What follows belongs to an exercise in optimizing a design on an open flow for small area and a short achievable clock period; a production flow would make more cautious choices. At most, simulation tests tie the RTL to the original design; equivalence was not proved. Power figures rest on the tool's default switching activity, not on a simulated workload.

==> run P <==
// mac_demo
module mac_demo(input clk, input reset, input ena,
                input signed [15:0] k, input signed [15:0] x,
                output signed [31:0] acc_out);
clock: 7.0 ns
lec_check: 0
abc_area: 1
cap_margin: 20
core_margin: 2
core_utilization: 40
setup_slack_margin: 3.0
slew_margin: 20
synth_hierarchical: 1
synth_minimum_keep_size: 0
standard.sh (not shown) runs the stock make flow with config.mk's settings and CLKGATE_MAP_FILE= SYNTH_SCRIPT=/design/flow/synth_recipe.tcl, a recipe that flattens the netlist after the stock synthesis.
==> flow/flow/run.sh <==
#!/bin/bash
# The standard layout (the standard.sh, unchanged synthesis), except that
# the port buffers are plain buffers and the clock-delay buffer cells are not
# used anywhere. The make output goes to standard.log; ORFS keeps each step's
# log under orfs/logs/.
set -uo pipefail
export BUFFER_PORTS_ARGS="-buffer_cell sky130_fd_sc_hd__buf_2"
export DONT_USE_CELLS="sky130_fd_sc_hd__clkdlybuf4s15_1 sky130_fd_sc_hd__clkdlybuf4s15_2 sky130_fd_sc_hd__clkdlybuf4s18_1 sky130_fd_sc_hd__clkdlybuf4s18_2 sky130_fd_sc_hd__clkdlybuf4s25_1 sky130_fd_sc_hd__clkdlybuf4s25_2 sky130_fd_sc_hd__clkdlybuf4s50_1 sky130_fd_sc_hd__clkdlybuf4s50_2"
bash standard.sh > standard.log 2>&1
==> run B (differences from run P) <==
--- a/flow/design.v
+++ b/flow/design.v
@@ -145,119 +145,135 @@
   wire pp_57 = ap[30] & pp_42;
   assign acc_out = ap ^ {pg57, pg42, pg56, pg35, pg55, pg41, pg54, pg32, pg53, pg40, pg52, pg34, pg51, pg39, pg50, pg29, pg49, pg38, pg48, pg33, pg47, pg37, pg46, pg25, pg45, pg36, pg44, pg17, pg43, pg1, ag[0], 1'b0};
   wire en = ena & ~reset;
   wire [31:0] fb = acc_out & {32{~reset}};
   wire [16:0] xe = {x, 1'b0};
   wire [16:0] ke = {k[15], k};
   wire [17:0] ke2 = {ke, 1'b0};
-  wire [7:0] ng;
+  wire [7:0] ng, ngb;
   wire b0_one = (xe[1] ^ xe[0]) & en;
   wire b0_two = ((xe[2] & ~xe[1] & ~xe[0]) | (~xe[2] & xe[1] & xe[0])) & en;
   assign ng[0] = xe[2];
-  wire [16:0] pp0 = (({17{b0_one}} & ke) | ({17{b0_two}} & ke2[16:0])) ^ {17{ng[0]}};
+  wire [16:0] t0 = ke ~^ {17{ng[0]}};
+  wire [16:0] pp0 = ~(({17{b0_one}} & t0) | ({17{b0_two}} & {t0[15:0], ~ng[0]}));
+  assign ngb[0] = ng[0] | ~(b0_one | b0_two);
   wire b1_one = (xe[3] ^ xe[2]) & en;
   wire b1_two = ((xe[4] & ~xe[3] & ~xe[2]) | (~xe[4] & xe[3] & xe[2])) & en;
   assign ng[1] = xe[4];
-  wire [16:0] pp1 = (({17{b1_one}} & ke) | ({17{b1_two}} & ke2[16:0])) ^ {17{ng[1]}};
+  wire [16:0] t1 = ke ~^ {17{ng[1]}};
+  wire [16:0] pp1 = ~(({17{b1_one}} & t1) | ({17{b1_two}} & {t1[15:0], ~ng[1]}));
+  assign ngb[1] = ng[1] | ~(b1_one | b1_two);
   wire b2_one = (xe[5] ^ xe[4]) & en;
   wire b2_two = ((xe[6] & ~xe[5] & ~xe[4]) | (~xe[6] & xe[5] & xe[4])) & en;
   assign ng[2] = xe[6];
-  wire [16:0] pp2 = (({17{b2_one}} & ke) | ({17{b2_two}} & ke2[16:0])) ^ {17{ng[2]}};
+  wire [16:0] t2 = ke ~^ {17{ng[2]}};
+  wire [16:0] pp2 = ~(({17{b2_one}} & t2) | ({17{b2_two}} & {t2[15:0], ~ng[2]}));
+  assign ngb[2] = ng[2] | ~(b2_one | b2_two);
   wire b3_one = (xe[7] ^ xe[6]) & en;
   wire b3_two = ((xe[8] & ~xe[7] & ~xe[6]) | (~xe[8] & xe[7] & xe[6])) & en;
   assign ng[3] = xe[8];
-  wire [16:0] pp3 = (({17{b3_one}} & ke) | ({17{b3_two}} & ke2[16:0])) ^ {17{ng[3]}};
+  wire [16:0] t3 = ke ~^ {17{ng[3]}};
+  wire [16:0] pp3 = ~(({17{b3_one}} & t3) | ({17{b3_two}} & {t3[15:0], ~ng[3]}));
+  assign ngb[3] = ng[3] | ~(b3_one | b3_two);
   wire b4_one = (xe[9] ^ xe[8]) & en;
   wire b4_two = ((xe[10] & ~xe[9] & ~xe[8]) | (~xe[10] & xe[9] & xe[8])) & en;
   assign ng[4] = xe[10];
-  wire [16:0] pp4 = (({17{b4_one}} & ke) | ({17{b4_two}} & ke2[16:0])) ^ {17{ng[4]}};
+  wire [16:0] t4 = ke ~^ {17{ng[4]}};
+  wire [16:0] pp4 = ~(({17{b4_one}} & t4) | ({17{b4_two}} & {t4[15:0], ~ng[4]}));
+  assign ngb[4] = ng[4] | ~(b4_one | b4_two);
   wire b5_one = (xe[11] ^ xe[10]) & en;
   wire b5_two = ((xe[12] & ~xe[11] & ~xe[10]) | (~xe[12] & xe[11] & xe[10])) & en;
   assign ng[5] = xe[12];
-  wire [16:0] pp5 = (({17{b5_one}} & ke) | ({17{b5_two}} & ke2[16:0])) ^ {17{ng[5]}};
+  wire [16:0] t5 = ke ~^ {17{ng[5]}};
+  wire [16:0] pp5 = ~(({17{b5_one}} & t5) | ({17{b5_two}} & {t5[15:0], ~ng[5]}));
+  assign ngb[5] = ng[5] | ~(b5_one | b5_two);
   wire b6_one = (xe[13] ^ xe[12]) & en;
   wire b6_two = ((xe[14] & ~xe[13] & ~xe[12]) | (~xe[14] & xe[13] & xe[12])) & en;
   assign ng[6] = xe[14];
-  wire [16:0] pp6 = (({17{b6_one}} & ke) | ({17{b6_two}} & ke2[16:0])) ^ {17{ng[6]}};
+  wire [16:0] t6 = ke ~^ {17{ng[6]}};
+  wire [16:0] pp6 = ~(({17{b6_one}} & t6) | ({17{b6_two}} & {t6[15:0], ~ng[6]}));
+  assign ngb[6] = ng[6] | ~(b6_one | b6_two);
   wire b7_one = (xe[15] ^ xe[14]) & en;
   wire b7_two = ((xe[16] & ~xe[15] & ~xe[14]) | (~xe[16] & xe[15] & xe[14])) & en;
   assign ng[7] = xe[16];
-  wire [16:0] pp7 = (({17{b7_one}} & ke) | ({17{b7_two}} & ke2[16:0])) ^ {17{ng[7]}};
+  wire [16:0] t7 = ke ~^ {17{ng[7]}};
+  wire [16:0] pp7 = ~(({17{b7_one}} & t7) | ({17{b7_two}} & {t7[15:0], ~ng[7]}));
+  assign ngb[7] = ng[7] | ~(b7_one | b7_two);
   wire [4:0] pk;
   assign pk[0] = k[0];
   assign pk[1] = k[1] ^ (ng[7] & |k[0:0]);
   assign pk[2] = k[2] ^ (ng[7] & |k[1:0]);
   assign pk[3] = k[3] ^ (ng[7] & |k[2:0]);
   assign pk[4] = k[4] ^ (ng[7] & |k[3:0]);
   wire [4:0] pe7 = ({5{b7_one}} & pk) | ({5{b7_two}} & {pk[3:0], 1'b0});
-  wire c7 = ng[7] & ~(b7_one & |k[4:0]) & ~(b7_two & |k[3:0]);
+  wire c7 = ngb[7] & ~(b7_one & |k[4:0]) & ~(b7_two & |k[3:0]);
   wire fs0, fc0;
-  fa u_fa0 (.a(ng[0]), .b(fb[0]), .c(pp0[0]), .s(fs0), .co(fc0));
+  fa u_fa0 (.a(fb[0]), .b(pp0[0]), .c(ngb[0]), .s(fs0), .co(fc0));
   wire fs1, fc1;
   fa u_fa1 (.a(fb[1]), .b(pp0[1]), .c(fc0), .s(fs1), .co(fc1));
   wire fs2, fc2;
-  fa u_fa2 (.a(ng[1]), .b(fb[2]), .c(pp0[2]), .s(fs2), .co(fc2));
+  fa u_fa2 (.a(fb[2]), .b(pp0[2]), .c(pp1[0]), .s(fs2), .co(fc2));
   wire fs3, fc3;
-  fa u_fa3 (.a(pp1[0]), .b(fs2), .c(fc1), .s(fs3), .co(fc3));
+  fa u_fa3 (.a(ngb[1]), .b(fs2), .c(fc1), .s(fs3), .co(fc3));
   wire fs4, fc4;
   fa u_fa4 (.a(fb[3]), .b(pp0[3]), .c(pp1[1]), .s(fs4), .co(fc4));
   wire hs0, hc0;
   ha u_ha0 (.a(fc2), .b(fs4), .s(hs0), .co(hc0));
   wire fs5, fc5;
-  fa u_fa5 (.a(ng[2]), .b(fb[4]), .c(pp0[4]), .s(fs5), .co(fc5));
+  fa u_fa5 (.a(fb[4]), .b(pp0[4]), .c(pp1[2]), .s(fs5), .co(fc5));
   wire fs6, fc6;
-  fa u_fa6 (.a(pp1[2]), .b(pp2[0]), .c(fc4), .s(fs6), .co(fc6));
+  fa u_fa6 (.a(pp2[0]), .b(ngb[2]), .c(fc4), .s(fs6), .co(fc6));
   wire fs7, fc7;
   fa u_fa7 (.a(fs5), .b(hc0), .c(fs6), .s(fs7), .co(fc7));
   wire fs8, fc8;
   fa u_fa8 (.a(fb[5]), .b(pp0[5]), .c(pp1[3]), .s(fs8), .co(fc8));
   wire fs9, fc9;
   fa u_fa9 (.a(pp2[1]), .b(fc5), .c(fs8), .s(fs9), .co(fc9));
   wire hs1, hc1;
   ha u_ha1 (.a(fc6), .b(fs9), .s(hs1), .co(hc1));
   wire fs10, fc10;
-  fa u_fa10 (.a(ng[3]), .b(fb[6]), .c(pp0[6]), .s(fs10), .co(fc10));
+  fa u_fa10 (.a(fb[6]), .b(pp0[6]), .c(pp1[4]), .s(fs10), .co(fc10));
   wire fs11, fc11;
-  fa u_fa11 (.a(pp1[4]), .b(pp2[2]), .c(pp3[0]), .s(fs11), .co(fc11));
+  fa u_fa11 (.a(pp2[2]), .b(pp3[0]), .c(ngb[3]), .s(fs11), .co(fc11));
   wire fs12, fc12;
   fa u_fa12 (.a(fc8), .b(fs10), .c(fs11), .s(fs12), .co(fc12));
   wire hs2, hc2;
   ha u_ha2 (.a(fc9), .b(fs12), .s(hs2), .co(hc2));
   wire fs13, fc13;
   fa u_fa13 (.a(fb[7]), .b(pp0[7]), .c(pp1[5]), .s(fs13), .co(fc13));
   wire fs14, fc14;
   fa u_fa14 (.a(pp2[3]), .b(pp3[1]), .c(fc10), .s(fs14), .co(fc14));
   wire fs15, fc15;
   fa u_fa15 (.a(fc11), .b(fs13), .c(fs14), .s(fs15), .co(fc15));
   wire hs3, hc3;
   ha u_ha3 (.a(fc12), .b(hc2), .s(hs3), .co(hc3));
   wire fs16, fc16;
-  fa u_fa16 (.a(ng[4]), .b(fb[8]), .c(pp0[8]), .s(fs16), .co(fc16));
+  fa u_fa16 (.a(fb[8]), .b(pp0[8]), .c(pp1[6]), .s(fs16), .co(fc16));
   wire fs17, fc17;
-  fa u_fa17 (.a(pp1[6]), .b(pp2[4]), .c(pp3[2]), .s(fs17), .co(fc17));
+  fa u_fa17 (.a(pp2[4]), .b(pp3[2]), .c(pp4[0]), .s(fs17), .co(fc17));
   wire hs4, hc4;
-  ha u_ha4 (.a(pp4[0]), .b(fc13), .s(hs4), .co(hc4));
+  ha u_ha4 (.a(ngb[4]), .b(fc13), .s(hs4), .co(hc4));
   wire fs18, fc18;
   fa u_fa18 (.a(fb[9]), .b(pp0[9]), .c(pp1[7]), .s(fs18), .co(fc18));
   wire hs5, hc5;
   ha u_ha5 (.a(pp2[5]), .b(pp3[3]), .s(hs5), .co(hc5));
   wire fs19, fc19;
-  fa u_fa19 (.a(ng[5]), .b(fb[10]), .c(pp0[10]), .s(fs19), .co(fc19));
+  fa u_fa19 (.a(fb[10]), .b(pp0[10]), .c(pp1[8]), .s(fs19), .co(fc19));
   wire fs20, fc20;
-  fa u_fa20 (.a(pp1[8]), .b(pp2[6]), .c(pp3[4]), .s(fs20), .co(fc20));
+  fa u_fa20 (.a(pp2[6]), .b(pp3[4]), .c(pp4[2]), .s(fs20), .co(fc20));
   wire fs21, fc21;
   fa u_fa21 (.a(fb[11]), .b(pp0[11]), .c(pp1[9]), .s(fs21), .co(fc21));
   wire hs6, hc6;
   ha u_ha6 (.a(pp2[7]), .b(pp3[5]), .s(hs6), .co(hc6));
   wire fs22, fc22;
-  fa u_fa22 (.a(ng[6]), .b(fb[12]), .c(pp0[12]), .s(fs22), .co(fc22));
+  fa u_fa22 (.a(fb[12]), .b(pp0[12]), .c(pp1[10]), .s(fs22), .co(fc22));
   wire fs23, fc23;
-  fa u_fa23 (.a(pp1[10]), .b(pp2[8]), .c(pp3[6]), .s(fs23), .co(fc23));
+  fa u_fa23 (.a(pp2[8]), .b(pp3[6]), .c(pp4[4]), .s(fs23), .co(fc23));
   wire hs7, hc7;
-  ha u_ha7 (.a(pp4[4]), .b(pp5[2]), .s(hs7), .co(hc7));
+  ha u_ha7 (.a(pp5[2]), .b(pp6[0]), .s(hs7), .co(hc7));
   wire fs24, fc24;
   fa u_fa24 (.a(fb[13]), .b(pp0[13]), .c(pp1[11]), .s(fs24), .co(fc24));
   wire fs25, fc25;
   fa u_fa25 (.a(pp2[9]), .b(pp3[7]), .c(pp4[5]), .s(fs25), .co(fc25));
   wire hs8, hc8;
   ha u_ha8 (.a(pp5[3]), .b(pp6[1]), .s(hs8), .co(hc8));
   wire fs26, fc26;
@@ -314,23 +330,23 @@
   wire fs48, fc48;
   fa u_fa48 (.a(fs16), .b(fs17), .c(hs4), .s(fs48), .co(fc48));
   wire fs49, fc49;
   fa u_fa49 (.a(pp4[1]), .b(hs5), .c(fc16), .s(fs49), .co(fc49));
   wire hs11, hc11;
   ha u_ha11 (.a(fc17), .b(fs18), .s(hs11), .co(hc11));
   wire fs50, fc50;
-  fa u_fa50 (.a(pp4[2]), .b(pp5[0]), .c(hc5), .s(fs50), .co(fc50));
+  fa u_fa50 (.a(pp5[0]), .b(ngb[5]), .c(hc5), .s(fs50), .co(fc50));
   wire fs51, fc51;
   fa u_fa51 (.a(fc18), .b(fs19), .c(fs20), .s(fs51), .co(fc51));
   wire fs52, fc52;
   fa u_fa52 (.a(pp4[3]), .b(pp5[1]), .c(hs6), .s(fs52), .co(fc52));
   wire fs53, fc53;
   fa u_fa53 (.a(fc19), .b(fc20), .c(fs21), .s(fs53), .co(fc53));
   wire fs54, fc54;
-  fa u_fa54 (.a(pp6[0]), .b(hc6), .c(hs7), .s(fs54), .co(fc54));
+  fa u_fa54 (.a(ngb[6]), .b(hc6), .c(hs7), .s(fs54), .co(fc54));
   wire fs55, fc55;
   fa u_fa55 (.a(fc21), .b(fs22), .c(fs23), .s(fs55), .co(fc55));
   wire fs56, fc56;
   fa u_fa56 (.a(hc7), .b(hs8), .c(fc22), .s(fs56), .co(fc56));
   wire fs57, fc57;
   fa u_fa57 (.a(fc23), .b(fs24), .c(fs25), .s(fs57), .co(fc57));
   wire fs58, fc58;
@@ -477,16 +493,16 @@
   wire fs122, fc122;
   fa u_fa122 (.a(hs15), .b(pp7[15]), .c(fc101), .s(fs122), .co(fc122));
   wire fs123, fc123;
   fa u_fa123 (.a(fb[30]), .b(hc15), .c(~pp7[16]), .s(fs123), .co(fc123));
   wire hs17, hc17;
   assign hs17 = ~fb[31];
   assign hc17 = fb[31];
-  wire [31:0] ns = {hs17, fs123, fs122, fs121, fs120, fc118, fs118, fs117, fc115, fc114, fc113, fc112, fc111, fc110, fc109, fc108, fc107, fc106, fc105, fc104, fc103, fs103, hc16, hs14, fs15, hc1, fc7, fs7, hs0, fs3, fs1, fs0};
-  wire [31:0] nc = {fc123, fc122, fc121, fc120, fc119, fs119, fc117, fc116, fs116, fs115, fs114, fs113, fs112, fs111, fs110, fs109, fs108, fs107, fs106, fs105, fs104, fc102, fs102, hs16, hs3, hs2, hs1, 1'b0, fc3, 1'b0, 1'b0, 1'b0};
+  wire [31:0] ns = {hs17, fs123, fs122, fs121, fs120, fc118, fs118, fs117, fc115, fc114, fc113, fc112, fc111, fc110, fc109, fc108, fc107, fc106, fc105, fc104, fc103, fc102, hc16, hs14, fs15, hc1, fc7, fs7, hs0, fs3, fs1, fs0};
+  wire [31:0] nc = {fc123, fc122, fc121, fc120, fc119, fs119, fc117, fc116, fs116, fs115, fs114, fs113, fs112, fs111, fs110, fs109, fs108, fs107, fs106, fs105, fs104, fs103, fs102, hs16, hs3, hs2, hs1, 1'b0, fc3, 1'b0, 1'b0, 1'b0};
   always @(posedge clk) begin
     rs <= ns;
     rc <= nc;
   end
 endmodule
 module fa(input a, input b, input c, output s, output co);
   assign s = a ^ b ^ c;
==> flow/flow/run.sh (replaced) <==
#!/bin/bash
# The standard layout (the standard.sh, unchanged synthesis), except that
# the port buffers are plain buffers and the clock-delay buffer cells are not
# used anywhere. The make output goes to standard.log; ORFS keeps each step's
# log under orfs/logs/.
set -uo pipefail
export BUFFER_PORTS_ARGS="-buffer_cell sky130_fd_sc_hd__buf_1"
export DONT_USE_CELLS="sky130_fd_sc_hd__clkdlybuf4s15_1 sky130_fd_sc_hd__clkdlybuf4s15_2 sky130_fd_sc_hd__clkdlybuf4s18_1 sky130_fd_sc_hd__clkdlybuf4s18_2 sky130_fd_sc_hd__clkdlybuf4s25_1 sky130_fd_sc_hd__clkdlybuf4s25_2 sky130_fd_sc_hd__clkdlybuf4s50_1 sky130_fd_sc_hd__clkdlybuf4s50_2"
bash standard.sh > standard.log 2>&1
CTS_BUF_LIST = sky130_fd_sc_hd__clkbuf_4 sky130_fd_sc_hd__clkbuf_8   (was default)
SETUP_SLACK_MARGIN = 2.7   (was 3.0)
==> run D (differences from run P) <==
--- a/flow/design.v
+++ b/flow/design.v
@@ -146,44 +146,60 @@
   assign acc_out = ap ^ {pg57, pg42, pg56, pg35, pg55, pg41, pg54, pg32, pg53, pg40, pg52, pg34, pg51, pg39, pg50, pg29, pg49, pg38, pg48, pg33, pg47, pg37, pg46, pg25, pg45, pg36, pg44, pg17, pg43, pg1, ag[0], 1'b0};
   wire en = ena & ~reset;
   wire [31:0] fb = acc_out & {32{~reset}};
   wire [16:0] xe = {x, 1'b0};
   wire [16:0] ke = {k[15], k};
   wire [17:0] ke2 = {ke, 1'b0};
   wire [7:0] ng;
-  wire b0_one = (xe[1] ^ xe[0]) & en;
-  wire b0_two = ((xe[2] & ~xe[1] & ~xe[0]) | (~xe[2] & xe[1] & xe[0])) & en;
+  wire en0;
+  en_gate u_en0 (.ena(ena), .reset(reset), .en(en0));
+  wire b0_one = (xe[1] ^ xe[0]) & en0;
+  wire b0_two = ((xe[2] & ~xe[1] & ~xe[0]) | (~xe[2] & xe[1] & xe[0])) & en0;
   assign ng[0] = xe[2];
   wire [16:0] pp0 = (({17{b0_one}} & ke) | ({17{b0_two}} & ke2[16:0])) ^ {17{ng[0]}};
-  wire b1_one = (xe[3] ^ xe[2]) & en;
-  wire b1_two = ((xe[4] & ~xe[3] & ~xe[2]) | (~xe[4] & xe[3] & xe[2])) & en;
+  wire en1;
+  en_gate u_en1 (.ena(ena), .reset(reset), .en(en1));
+  wire b1_one = (xe[3] ^ xe[2]) & en1;
+  wire b1_two = ((xe[4] & ~xe[3] & ~xe[2]) | (~xe[4] & xe[3] & xe[2])) & en1;
   assign ng[1] = xe[4];
   wire [16:0] pp1 = (({17{b1_one}} & ke) | ({17{b1_two}} & ke2[16:0])) ^ {17{ng[1]}};
-  wire b2_one = (xe[5] ^ xe[4]) & en;
-  wire b2_two = ((xe[6] & ~xe[5] & ~xe[4]) | (~xe[6] & xe[5] & xe[4])) & en;
+  wire en2;
+  en_gate u_en2 (.ena(ena), .reset(reset), .en(en2));
+  wire b2_one = (xe[5] ^ xe[4]) & en2;
+  wire b2_two = ((xe[6] & ~xe[5] & ~xe[4]) | (~xe[6] & xe[5] & xe[4])) & en2;
   assign ng[2] = xe[6];
   wire [16:0] pp2 = (({17{b2_one}} & ke) | ({17{b2_two}} & ke2[16:0])) ^ {17{ng[2]}};
-  wire b3_one = (xe[7] ^ xe[6]) & en;
-  wire b3_two = ((xe[8] & ~xe[7] & ~xe[6]) | (~xe[8] & xe[7] & xe[6])) & en;
+  wire en3;
+  en_gate u_en3 (.ena(ena), .reset(reset), .en(en3));
+  wire b3_one = (xe[7] ^ xe[6]) & en3;
+  wire b3_two = ((xe[8] & ~xe[7] & ~xe[6]) | (~xe[8] & xe[7] & xe[6])) & en3;
   assign ng[3] = xe[8];
   wire [16:0] pp3 = (({17{b3_one}} & ke) | ({17{b3_two}} & ke2[16:0])) ^ {17{ng[3]}};
-  wire b4_one = (xe[9] ^ xe[8]) & en;
-  wire b4_two = ((xe[10] & ~xe[9] & ~xe[8]) | (~xe[10] & xe[9] & xe[8])) & en;
+  wire en4;
+  en_gate u_en4 (.ena(ena), .reset(reset), .en(en4));
+  wire b4_one = (xe[9] ^ xe[8]) & en4;
+  wire b4_two = ((xe[10] & ~xe[9] & ~xe[8]) | (~xe[10] & xe[9] & xe[8])) & en4;
   assign ng[4] = xe[10];
   wire [16:0] pp4 = (({17{b4_one}} & ke) | ({17{b4_two}} & ke2[16:0])) ^ {17{ng[4]}};
-  wire b5_one = (xe[11] ^ xe[10]) & en;
-  wire b5_two = ((xe[12] & ~xe[11] & ~xe[10]) | (~xe[12] & xe[11] & xe[10])) & en;
+  wire en5;
+  en_gate u_en5 (.ena(ena), .reset(reset), .en(en5));
+  wire b5_one = (xe[11] ^ xe[10]) & en5;
+  wire b5_two = ((xe[12] & ~xe[11] & ~xe[10]) | (~xe[12] & xe[11] & xe[10])) & en5;
   assign ng[5] = xe[12];
   wire [16:0] pp5 = (({17{b5_one}} & ke) | ({17{b5_two}} & ke2[16:0])) ^ {17{ng[5]}};
-  wire b6_one = (xe[13] ^ xe[12]) & en;
-  wire b6_two = ((xe[14] & ~xe[13] & ~xe[12]) | (~xe[14] & xe[13] & xe[12])) & en;
+  wire en6;
+  en_gate u_en6 (.ena(ena), .reset(reset), .en(en6));
+  wire b6_one = (xe[13] ^ xe[12]) & en6;
+  wire b6_two = ((xe[14] & ~xe[13] & ~xe[12]) | (~xe[14] & xe[13] & xe[12])) & en6;
   assign ng[6] = xe[14];
   wire [16:0] pp6 = (({17{b6_one}} & ke) | ({17{b6_two}} & ke2[16:0])) ^ {17{ng[6]}};
-  wire b7_one = (xe[15] ^ xe[14]) & en;
-  wire b7_two = ((xe[16] & ~xe[15] & ~xe[14]) | (~xe[16] & xe[15] & xe[14])) & en;
+  wire en7;
+  en_gate u_en7 (.ena(ena), .reset(reset), .en(en7));
+  wire b7_one = (xe[15] ^ xe[14]) & en7;
+  wire b7_two = ((xe[16] & ~xe[15] & ~xe[14]) | (~xe[16] & xe[15] & xe[14])) & en7;
   assign ng[7] = xe[16];
   wire [16:0] pp7 = (({17{b7_one}} & ke) | ({17{b7_two}} & ke2[16:0])) ^ {17{ng[7]}};
   wire [4:0] pk;
   assign pk[0] = k[0];
   assign pk[1] = k[1] ^ (ng[7] & |k[0:0]);
   assign pk[2] = k[2] ^ (ng[7] & |k[1:0]);
   assign pk[3] = k[3] ^ (ng[7] & |k[2:0]);
@@ -484,14 +500,17 @@
   wire [31:0] ns = {hs17, fs123, fs122, fs121, fs120, fc118, fs118, fs117, fc115, fc114, fc113, fc112, fc111, fc110, fc109, fc108, fc107, fc106, fc105, fc104, fc103, fs103, hc16, hs14, fs15, hc1, fc7, fs7, hs0, fs3, fs1, fs0};
   wire [31:0] nc = {fc123, fc122, fc121, fc120, fc119, fs119, fc117, fc116, fs116, fs115, fs114, fs113, fs112, fs111, fs110, fs109, fs108, fs107, fs106, fs105, fs104, fc102, fs102, hs16, hs3, hs2, hs1, 1'b0, fc3, 1'b0, 1'b0, 1'b0};
   always @(posedge clk) begin
     rs <= ns;
     rc <= nc;
   end
 endmodule
+module en_gate(input ena, input reset, output en);
+  assign en = ena & ~reset;
+endmodule
 module fa(input a, input b, input c, output s, output co);
   assign s = a ^ b ^ c;
   assign co = (a & b) | (a & c) | (b & c);
 endmodule
 module ha(input a, input b, output s, output co);
   assign s = a ^ b;
   assign co = a & b;
SETUP_SLACK_MARGIN = 2.5   (was 3.0)
==> summary of the runs <==
- Design area, highest first: run P, run D, run B.
- The lowest non-clock buffer count belongs to run B, the highest to run P.
- Utilization: run P > run B > run D.
- Between run B and run P, the lower clock power is in run B (gap about 25%, measured against run P).
- The lowest sequential power belongs to run B, the highest to run P.
No functional check of the RTL was part of run B and run D.

[re-timing with driven ports]
In the flow no input, the clock included, has a driving cell. The finished layouts below were timed again as built, in two steps. Step 1 (the two cells are an assumption about what drives the block):
set clk [get_ports {clk}]
set_driving_cell -lib_cell sky130_fd_sc_hd__clkbuf_16 $clk
set_driving_cell -lib_cell sky130_fd_sc_hd__buf_2 [delete_from_list [all_inputs] $clk]
Step 2, shift: input delay + t, output delay - t, t = (earliest + latest rising clock arrival at the registers) / 2. This alone moves slack from input paths to output paths. Three values: ideal, step 1, step 2; two values: the first two.
run	shift t [ns]	setup WS [ns]	latest minus earliest clock arrival (ns)	pins driven straight from the clock port
run P	0.391	2.713 / 2.607 / 2.216	0.004 / 0.003	1
run B	0.415	2.784 / 2.798 / 2.383	0.012 / 0.012	1
run D	0.384	2.617 / 2.639 / 2.255	0.008 / 0.009	1
After both steps every run listed still meets setup and hold. For run P, which loses most, drivers alone change the setup slack by -0.106 ns; drivers and shift together by -0.497 ns.
